What follows belongs to an exercise in optimizing a design on an open flow for small area, a short achievable clock period and few clock cycles per item; a production flow would make more cautious choices.
Only simulation tests tie the RTL to the original design; equivalence was not proved.
Power and IR drop assume default switching activity.

==> inputs of branch fjord <==
==> flow/design.v <==
module lzc64 (
    input  [63:0] x,
    output [6:0]  n
);
    wire [31:0] v1;
    wire [31:0] c1;
    genvar i;
    generate
        for (i = 0; i < 32; i = i + 1) begin : l1
            assign v1[i] = x[2*i+1] | x[2*i];
            assign c1[i] = ~x[2*i+1];
        end
    endgenerate
    wire [15:0] v2;
    wire [31:0] c2;
    generate
        for (i = 0; i < 16; i = i + 1) begin : l2
            assign v2[i] = v1[2*i+1] | v1[2*i];
            assign c2[2*i+1:2*i] = v1[2*i+1] ? {1'b0, c1[2*i+1]} : {1'b1, c1[2*i]};
        end
    endgenerate
    wire [7:0] v3;
    wire [23:0] c3;
    generate
        for (i = 0; i < 8; i = i + 1) begin : l3
            assign v3[i] = v2[2*i+1] | v2[2*i];
            assign c3[3*i+2:3*i] = v2[2*i+1] ? {1'b0, c2[4*i+3:4*i+2]} : {1'b1, c2[4*i+1:4*i]};
        end
    endgenerate
    wire [3:0] v4;
    wire [15:0] c4;
    generate
        for (i = 0; i < 4; i = i + 1) begin : l4
            assign v4[i] = v3[2*i+1] | v3[2*i];
            assign c4[4*i+3:4*i] = v3[2*i+1] ? {1'b0, c3[6*i+5:6*i+3]} : {1'b1, c3[6*i+2:6*i]};
        end
    endgenerate
    wire [1:0] v5;
    wire [9:0] c5;
    generate
        for (i = 0; i < 2; i = i + 1) begin : l5
            assign v5[i] = v4[2*i+1] | v4[2*i];
            assign c5[5*i+4:5*i] = v4[2*i+1] ? {1'b0, c4[8*i+7:8*i+4]} : {1'b1, c4[8*i+3:8*i]};
        end
    endgenerate
    assign n = v5[1] ? {2'b00, c5[9:5]} :
               v5[0] ? {2'b01, c5[4:0]} : 7'd64;
endmodule
module SRT4_div(
    input               clock,
    input               reset,
    input               start,
    input               is_signed,
    input       [63:0]  a,
    input       [63:0]  b,
    output              ready,
    output              error,
    output      [63:0]  q,
    output      [63:0]  r
);
    wire sa_in = is_signed & a[63];
    wire sb_in = is_signed & b[63];
    wire [6:0] ca_in, cb_in;
    lzc64 lza (.x(a ^ {64{sa_in}}), .n(ca_in));
    lzc64 lzb (.x(b ^ {64{sb_in}}), .n(cb_in));
    reg        st_norm, st_iter, st_done;
    wire       st_idle = ~(st_norm | st_iter | st_done);
    reg [6:0]  CA, CB;
    reg        SA, SB;
    reg        err;
    reg [5:0]  cnt;
    reg [64:0] R;      
    reg [64:0] D;      
    reg [63:0] Q;      
    wire [7:0] k = {1'b0, CB} - {1'b0, CA} + {7'd0, SA & ~SB};
    wire kneg = k[7];
    wire bz = CB[6] & ~SB;   
    wire last = (cnt == 6'd0);
    wire        sub = (SA == SB);
    wire [64:0] Y = D;
    wire [64:0] T = R + Y + {64'd0, sub};
    wire [64:0] P = R ^ Y;
    wire [64:0] K = {R[63:0] | Y[63:0], sub};
    wire        tz = &(P ~^ K);
    wire        acc = SA ? (T[64] | tz) : ~T[64];
    wire [62:0] nq = ~Q[62:0] + 63'd1;
    always @(posedge clock) begin
        CA <= ca_in;
        CB <= cb_in;
        SA <= sa_in;
        SB <= sb_in;
        if (reset) begin
            st_norm <= 1'b0;
            st_iter <= 1'b0;
            st_done <= 1'b0;
        end else begin
            st_norm <= st_idle & start;
            st_iter <= (st_norm & ~kneg & ~bz) | (st_iter & ~last);
            st_done <= (st_norm & (kneg | bz)) | (st_iter & last);
        end
        if (st_norm) begin
            err <= bz;
            cnt <= k[5:0];
            D <= ({SB, b} << k[5:0]) ^ {65{sub}};
        end else begin
            cnt <= cnt - 6'd1;
            D <= {D[64], D[64:1]};
        end
        if (st_idle)
            R <= {sa_in, a};
        else if (st_iter & acc)
            R <= T;
        if (st_idle)
            Q <= 64'd0;
        else if (st_iter) begin
            if (last & (SA ^ SB))
                Q <= acc ? {~Q[62:0], 1'b1} : {nq, 1'b0};
            else
                Q <= {Q[62:0], acc};
        end
    end
    assign ready = st_done;
    assign error = err;
    assign q = Q;
    assign r = R[63:0];
endmodule
==> flow/run.sh <==
#!/bin/bash
# synth_recipe.tcl (not shown) runs the flow's synth.tcl, then flattens the netlist and writes it again
# the make line also repeats each setting of config.mk as NAME=value (left out here)
make -C /OpenROAD-flow-scripts/flow DESIGN_CONFIG=/design/flow/config.mk WORK_HOME=/design/flow/orfs CLKGATE_MAP_FILE= SYNTH_SCRIPT=/design/flow/synth_recipe.tcl finish
==> flow/config.mk <==
export PLATFORM = sky130hd
export DESIGN_NAME = SRT4_div
export DESIGN_NICKNAME = SRT4_div
export VERILOG_FILES = /design/flow/design.v
export SDC_FILE = /design/flow/constraint.sdc
export NUM_CORES = 4
export LEC_CHECK = 0
export CAP_MARGIN = 20
export CORE_MARGIN = 2
export CORE_UTILIZATION = 40
export PLACE_DENSITY = 0.6
export SETUP_SLACK_MARGIN = 5
export SLEW_MARGIN = 20
==> flow/constraint.sdc <==
create_clock -name core_clock -period 11.0 [get_ports {clock}]
set_input_delay 2.2000 -clock core_clock [delete_from_list [all_inputs] [get_ports {clock}]]
set_output_delay 2.2000 -clock core_clock [all_outputs]
set_load 0.01 [all_outputs]
==> branch tundra: changes against branch fjord <==
--- a/flow/design.v
+++ b/flow/design.v
@@ -46,6 +46,59 @@
     assign n = v5[1] ? {2'b00, c5[9:5]} :
                v5[0] ? {2'b01, c5[4:0]} : 7'd64;
 endmodule
+module inc63 (
+    input  [62:0] x,
+    output [62:0] s
+);
+    wire [63:0] c;           
+    wire [8:0]  bc;          
+    assign bc[0] = 1'b1;
+    genvar i;
+    generate
+        for (i = 0; i < 8; i = i + 1) begin : blk
+            assign bc[i+1] = bc[i] & (&x[(i*8+7 < 62 ? i*8+7 : 62):i*8]);
+        end
+        for (i = 0; i < 63; i = i + 1) begin : bit_
+            if (i % 8 == 0)
+                assign c[i] = bc[i/8];
+            else
+                assign c[i] = c[i-1] & x[i-1];
+        end
+    endgenerate
+    assign s = x ^ c[62:0];
+endmodule
+module bkadd #(parameter W = 65) (
+    input  [W-1:0] x,
+    input  [W-1:0] y,
+    input          ci,
+    output [W-1:0] s
+);
+    localparam N = W + 1;    
+    reg [N-1:0] G, P;
+    integer l, i, d;
+    always @* begin
+        G = {x & y, ci};
+        P = {x ^ y, 1'b0};
+        for (l = 0; (1 << (l + 1)) <= N; l = l + 1) begin
+            d = 1 << l;
+            for (i = 0; i < N; i = i + 1)
+                if (((i + 1) % (2 * d)) == 0) begin
+                    G[i] = G[i] | (P[i] & G[i - d]);
+                    P[i] = P[i] & P[i - d];
+                end
+        end
+        for (l = 6; l >= 0; l = l - 1) begin
+            d = 1 << l;
+            if (2 * d < N)
+                for (i = 0; i < N; i = i + 1)
+                    if (((i + 1) % (2 * d)) == d && i >= 2 * d) begin
+                        G[i] = G[i] | (P[i] & G[i - d]);
+                        P[i] = P[i] & P[i - d];
+                    end
+        end
+    end
+    assign s = (x ^ y) ^ G[W-1:0];
+endmodule
 module SRT4_div(
     input               clock,
     input               reset,
@@ -63,61 +116,68 @@
     wire [6:0] ca_in, cb_in;
     lzc64 lza (.x(a ^ {64{sa_in}}), .n(ca_in));
     lzc64 lzb (.x(b ^ {64{sb_in}}), .n(cb_in));
-    reg        st_norm, st_iter, st_done;
-    wire       st_idle = ~(st_norm | st_iter | st_done);
+    reg        st_norm, st_iter, st_corr, st_done;
+    wire       st_idle = ~(st_norm | st_iter | st_corr | st_done);
     reg [6:0]  CA, CB;
     reg        SA, SB;
+    reg [5:0]  cnt;
     reg        err;
-    reg [5:0]  cnt;
+    reg        first;
+    reg        Z;      
+    reg        OPS;    
     reg [64:0] R;      
-    reg [64:0] D;      
+    reg [63:0] D;      
     reg [63:0] Q;      
     wire [7:0] k = {1'b0, CB} - {1'b0, CA} + {7'd0, SA & ~SB};
     wire kneg = k[7];
     wire bz = CB[6] & ~SB;   
     wire last = (cnt == 6'd0);
-    wire        sub = (SA == SB);
-    wire [64:0] Y = D;
-    wire [64:0] T = R + Y + {64'd0, sub};
-    wire [64:0] P = R ^ Y;
-    wire [64:0] K = {R[63:0] | Y[63:0], sub};
-    wire        tz = &(P ~^ K);
-    wire        acc = SA ? (T[64] | tz) : ~T[64];
-    wire [62:0] nq = ~Q[62:0] + 63'd1;
+    wire ops0 = (SA == SB);
+    wire rz = ~|R;
+    wire [62:0] qinc;
+    inc63 qi (.x(Q[63:1]), .s(qinc));
+    wire [64:0] T;
+    bkadd #(.W(65)) add (.x(R), .y({SB, D} ^ {65{OPS}}), .ci(OPS), .s(T));
+    wire need = SA ? (~T[64] | Z | rz) : T[64];
     always @(posedge clock) begin
         CA <= ca_in;
         CB <= cb_in;
         SA <= sa_in;
         SB <= sb_in;
+        err <= bz;
         if (reset) begin
             st_norm <= 1'b0;
             st_iter <= 1'b0;
+            st_corr <= 1'b0;
             st_done <= 1'b0;
         end else begin
             st_norm <= st_idle & start;
             st_iter <= (st_norm & ~kneg & ~bz) | (st_iter & ~last);
-            st_done <= (st_norm & (kneg | bz)) | (st_iter & last);
+            st_corr <= st_iter & last & need;
+            st_done <= (st_norm & (kneg | bz)) | (st_iter & last & ~need) | st_corr;
         end
-        if (st_norm) begin
-            err <= bz;
-            cnt <= k[5:0];
-            D <= ({SB, b} << k[5:0]) ^ {65{sub}};
-        end else begin
-            cnt <= cnt - 6'd1;
-            D <= {D[64], D[64:1]};
-        end
-        if (st_idle)
+        first <= st_norm;
+        Z <= st_iter & (Z | rz);
+        cnt <= st_norm ? k[5:0] : cnt - 6'd1;
+        OPS <= st_norm ? ops0 : (T[64] == SB);
+        if (st_iter | (st_corr & ~rz))
+            R <= T;
+        else if (st_corr)
+            R <= 65'd0;
+        else
             R <= {sa_in, a};
-        else if (st_iter & acc)
-            R <= T;
-        if (st_idle)
-            Q <= 64'd0;
-        else if (st_iter) begin
-            if (last & (SA ^ SB))
-                Q <= acc ? {~Q[62:0], 1'b1} : {nq, 1'b0};
-            else
-                Q <= {Q[62:0], acc};
-        end
+        if (st_norm)
+            D <= D << k[5:0];
+        else if (st_iter & ~last)
+            D <= {SB, D[63:1]};
+        else
+            D <= b;
+        if (st_iter)
+            Q <= {Q[62:1], first ? ~OPS : OPS, 1'b1};
+        else if (st_corr)
+            Q <= {(OPS & ~rz) ? qinc : Q[63:1], rz};
+        else
+            Q <= kneg ? 64'd0 : {{63{~ops0}}, 1'b1};
     end
     assign ready = st_done;
     assign error = err;
==> flow/flow/run.sh (new file) <==
#!/bin/bash
# Standard layout, with repair_timing aiming 7.4 ns below the 11 ns clock so
# the resizer sizes up the divider's critical paths, the ports buffered with the
# smallest buffer (the resizer still sizes them up where timing needs it), and a
# clock tree of clkbuf_8 with clusters of up to 20 sinks.
# Make's output goes to flow.log; ORFS keeps each step's log under orfs/logs.
set -euo pipefail
bash standard.sh SETUP_SLACK_MARGIN=7.4 \
  "BUFFER_PORTS_ARGS=-buffer_cell sky130_fd_sc_hd__buf_1" \
  CTS_BUF_LIST=sky130_fd_sc_hd__clkbuf_8 CTS_CLUSTER_SIZE=20 \
  finish > flow.log 2>&1
==> flow/standard.sh (new file) <==
#!/bin/bash
# synth_recipe.tcl (not shown) runs the flow's synth.tcl, then flattens the netlist and writes it again
# the make line also repeats each setting of config.mk as NAME=value (left out here)
make -C /OpenROAD-flow-scripts/flow DESIGN_CONFIG=/design/flow/config.mk WORK_HOME=/design/flow/orfs CLKGATE_MAP_FILE= SYNTH_SCRIPT=/design/flow/synth_recipe.tcl "${@:-finish}"
ABC_AREA = 1   (was default)
SETUP_SLACK_MARGIN = default   (was 5)
removed: flow/run.sh
==> branch juniper: changes against branch fjord <==
--- a/flow/design.v
+++ b/flow/design.v
@@ -46,6 +46,27 @@
     assign n = v5[1] ? {2'b00, c5[9:5]} :
                v5[0] ? {2'b01, c5[4:0]} : 7'd64;
 endmodule
+module inc63 (
+    input  [62:0] x,
+    output [62:0] s
+);
+    wire [63:0] c;           
+    wire [8:0]  bc;          
+    assign bc[0] = 1'b1;
+    genvar i;
+    generate
+        for (i = 0; i < 8; i = i + 1) begin : blk
+            assign bc[i+1] = bc[i] & (&x[(i*8+7 < 62 ? i*8+7 : 62):i*8]);
+        end
+        for (i = 0; i < 63; i = i + 1) begin : bit_
+            if (i % 8 == 0)
+                assign c[i] = bc[i/8];
+            else
+                assign c[i] = c[i-1] & x[i-1];
+        end
+    endgenerate
+    assign s = x ^ c[62:0];
+endmodule
 module SRT4_div(
     input               clock,
     input               reset,
@@ -63,12 +84,15 @@
     wire [6:0] ca_in, cb_in;
     lzc64 lza (.x(a ^ {64{sa_in}}), .n(ca_in));
     lzc64 lzb (.x(b ^ {64{sb_in}}), .n(cb_in));
-    reg        st_norm, st_iter, st_done;
-    wire       st_idle = ~(st_norm | st_iter | st_done);
+    reg        st_norm, st_iter, st_corr, st_done;
+    wire       st_idle = ~(st_norm | st_iter | st_corr | st_done);
     reg [6:0]  CA, CB;
     reg        SA, SB;
+    reg [5:0]  cnt;
     reg        err;
-    reg [5:0]  cnt;
+    reg        first;
+    reg        Z;      
+    reg        OPS;    
     reg [64:0] R;      
     reg [64:0] D;      
     reg [63:0] Q;      
@@ -76,48 +100,51 @@
     wire kneg = k[7];
     wire bz = CB[6] & ~SB;   
     wire last = (cnt == 6'd0);
-    wire        sub = (SA == SB);
-    wire [64:0] Y = D;
-    wire [64:0] T = R + Y + {64'd0, sub};
-    wire [64:0] P = R ^ Y;
-    wire [64:0] K = {R[63:0] | Y[63:0], sub};
-    wire        tz = &(P ~^ K);
-    wire        acc = SA ? (T[64] | tz) : ~T[64];
-    wire [62:0] nq = ~Q[62:0] + 63'd1;
+    wire ops0 = (SA == SB);
+    wire rz = ~|R;
+    wire [62:0] qinc;
+    inc63 qi (.x(Q[63:1]), .s(qinc));
+    wire [64:0] T = R + (D ^ {65{OPS}}) + {64'd0, OPS};
+    wire need = SA ? (~T[64] | Z | rz) : T[64];
     always @(posedge clock) begin
         CA <= ca_in;
         CB <= cb_in;
         SA <= sa_in;
         SB <= sb_in;
+        err <= bz;
         if (reset) begin
             st_norm <= 1'b0;
             st_iter <= 1'b0;
+            st_corr <= 1'b0;
             st_done <= 1'b0;
         end else begin
             st_norm <= st_idle & start;
             st_iter <= (st_norm & ~kneg & ~bz) | (st_iter & ~last);
-            st_done <= (st_norm & (kneg | bz)) | (st_iter & last);
+            st_corr <= st_iter & last & need;
+            st_done <= (st_norm & (kneg | bz)) | (st_iter & last & ~need) | st_corr;
         end
-        if (st_norm) begin
-            err <= bz;
-            cnt <= k[5:0];
-            D <= ({SB, b} << k[5:0]) ^ {65{sub}};
-        end else begin
-            cnt <= cnt - 6'd1;
+        first <= st_norm;
+        Z <= st_iter & (Z | rz);
+        cnt <= st_norm ? k[5:0] : cnt - 6'd1;
+        OPS <= st_norm ? ops0 : (T[64] == SB);
+        if (st_iter | (st_corr & ~rz))
+            R <= T;
+        else if (st_corr)
+            R <= 65'd0;
+        else
+            R <= {sa_in, a};
+        if (st_norm)
+            D <= D << k[5:0];
+        else if (st_iter & ~last)
             D <= {D[64], D[64:1]};
-        end
-        if (st_idle)
-            R <= {sa_in, a};
-        else if (st_iter & acc)
-            R <= T;
-        if (st_idle)
-            Q <= 64'd0;
-        else if (st_iter) begin
-            if (last & (SA ^ SB))
-                Q <= acc ? {~Q[62:0], 1'b1} : {nq, 1'b0};
-            else
-                Q <= {Q[62:0], acc};
-        end
+        else
+            D <= {sb_in, b};
+        if (st_iter)
+            Q <= {Q[62:1], first ? ~OPS : OPS, 1'b1};
+        else if (st_corr)
+            Q <= {(OPS & ~rz) ? qinc : Q[63:1], rz};
+        else
+            Q <= kneg ? 64'd0 : {{63{~ops0}}, 1'b1};
     end
     assign ready = st_done;
     assign error = err;
==> flow/flow/run.sh (new file) <==
#!/bin/bash
# Standard layout, with repair_timing aiming 7.25 ns below the 11 ns clock so
# the resizer sizes up the divider's critical paths, the ports buffered with the
# smallest buffer (the resizer still sizes them up where timing needs it), and a
# clock tree of clkbuf_8 with clusters of up to 20 sinks.
# Make's output goes to flow.log; ORFS keeps each step's log under orfs/logs.
set -euo pipefail
bash standard.sh SETUP_SLACK_MARGIN=7.25 \
  "BUFFER_PORTS_ARGS=-buffer_cell sky130_fd_sc_hd__buf_1" \
  CTS_BUF_LIST=sky130_fd_sc_hd__clkbuf_8 CTS_CLUSTER_SIZE=20 \
  finish > flow.log 2>&1
==> flow/standard.sh (new file) <==
#!/bin/bash
# synth_recipe.tcl (not shown) runs the flow's synth.tcl, then flattens the netlist and writes it again
# the make line also repeats each setting of config.mk as NAME=value (left out here)
make -C /OpenROAD-flow-scripts/flow DESIGN_CONFIG=/design/flow/config.mk WORK_HOME=/design/flow/orfs CLKGATE_MAP_FILE= SYNTH_SCRIPT=/design/flow/synth_recipe.tcl "${@:-finish}"
SETUP_SLACK_MARGIN = default   (was 5)
removed: flow/run.sh
==> comparison <==
Of branch fjord and branch juniper, branch fjord has the higher first-iteration DRC count (gap 21%, measured against branch juniper).
Combinational power, lowest first: branch tundra, branch juniper, branch fjord.
The highest power belongs to branch fjord, the lowest to branch tundra.
Global-route usage: branch tundra > branch juniper > branch fjord.
Against branch juniper, the sequential power of branch tundra is larger by about 6%.
Against branch tundra, the non-clock buffer count of branch fjord is lower by 58.
Sequential share of layout area: branch tundra > branch juniper > branch fjord.
Testbench counts of branch fjord, summed over its fixed seeds: cycles 176,512, divs 12,000.
Testbench counts of branch tundra, summed over its fixed seeds: cycles 179,963, divs 12,000.
Testbench counts of branch juniper, summed over its fixed seeds: cycles 179,963, divs 12,000.

-- re-timing with driven ports --
The results above use ideal ports. As a check the final layouts listed here were re-extracted and re-timed, cells and wires unchanged. Step 1 assumes that a clkbuf_16 drives the clock port and a buf_2 every other input. Step 2 moves the port delays by t, midway between the first and last clock arrival at a register: inputs arrive t later, outputs are due t later. That takes back most of the time a late clock gives input paths. a / b / c = ideal ports / drivers / drivers and shift; a / b = the first two.
run | t, ns | setup WS [ns] | worst hold slack (ns) | worst register clock-pin slew, ns | worst data-port slew with drivers (ns)
branch fjord | 0.631 | 5.322 / 5.355 / 4.724 | 0.469 / 0.469 / 0.469 | 0.07 / 0.07 | 0.08
branch tundra | 0.691 | 7.246 / 7.246 / 6.837 | 0.436 / 0.436 / 0.436 | 0.07 / 0.07 | 0.06
branch juniper | 0.679 | 7.277 / 7.297 / 6.621 | 0.455 / 0.455 / 0.455 | 0.07 / 0.07 | 0.06
After both steps every run listed still meets setup and hold. For branch juniper, which loses most, drivers alone change the setup slack by +0.020 ns; drivers and shift together by -0.656 ns.
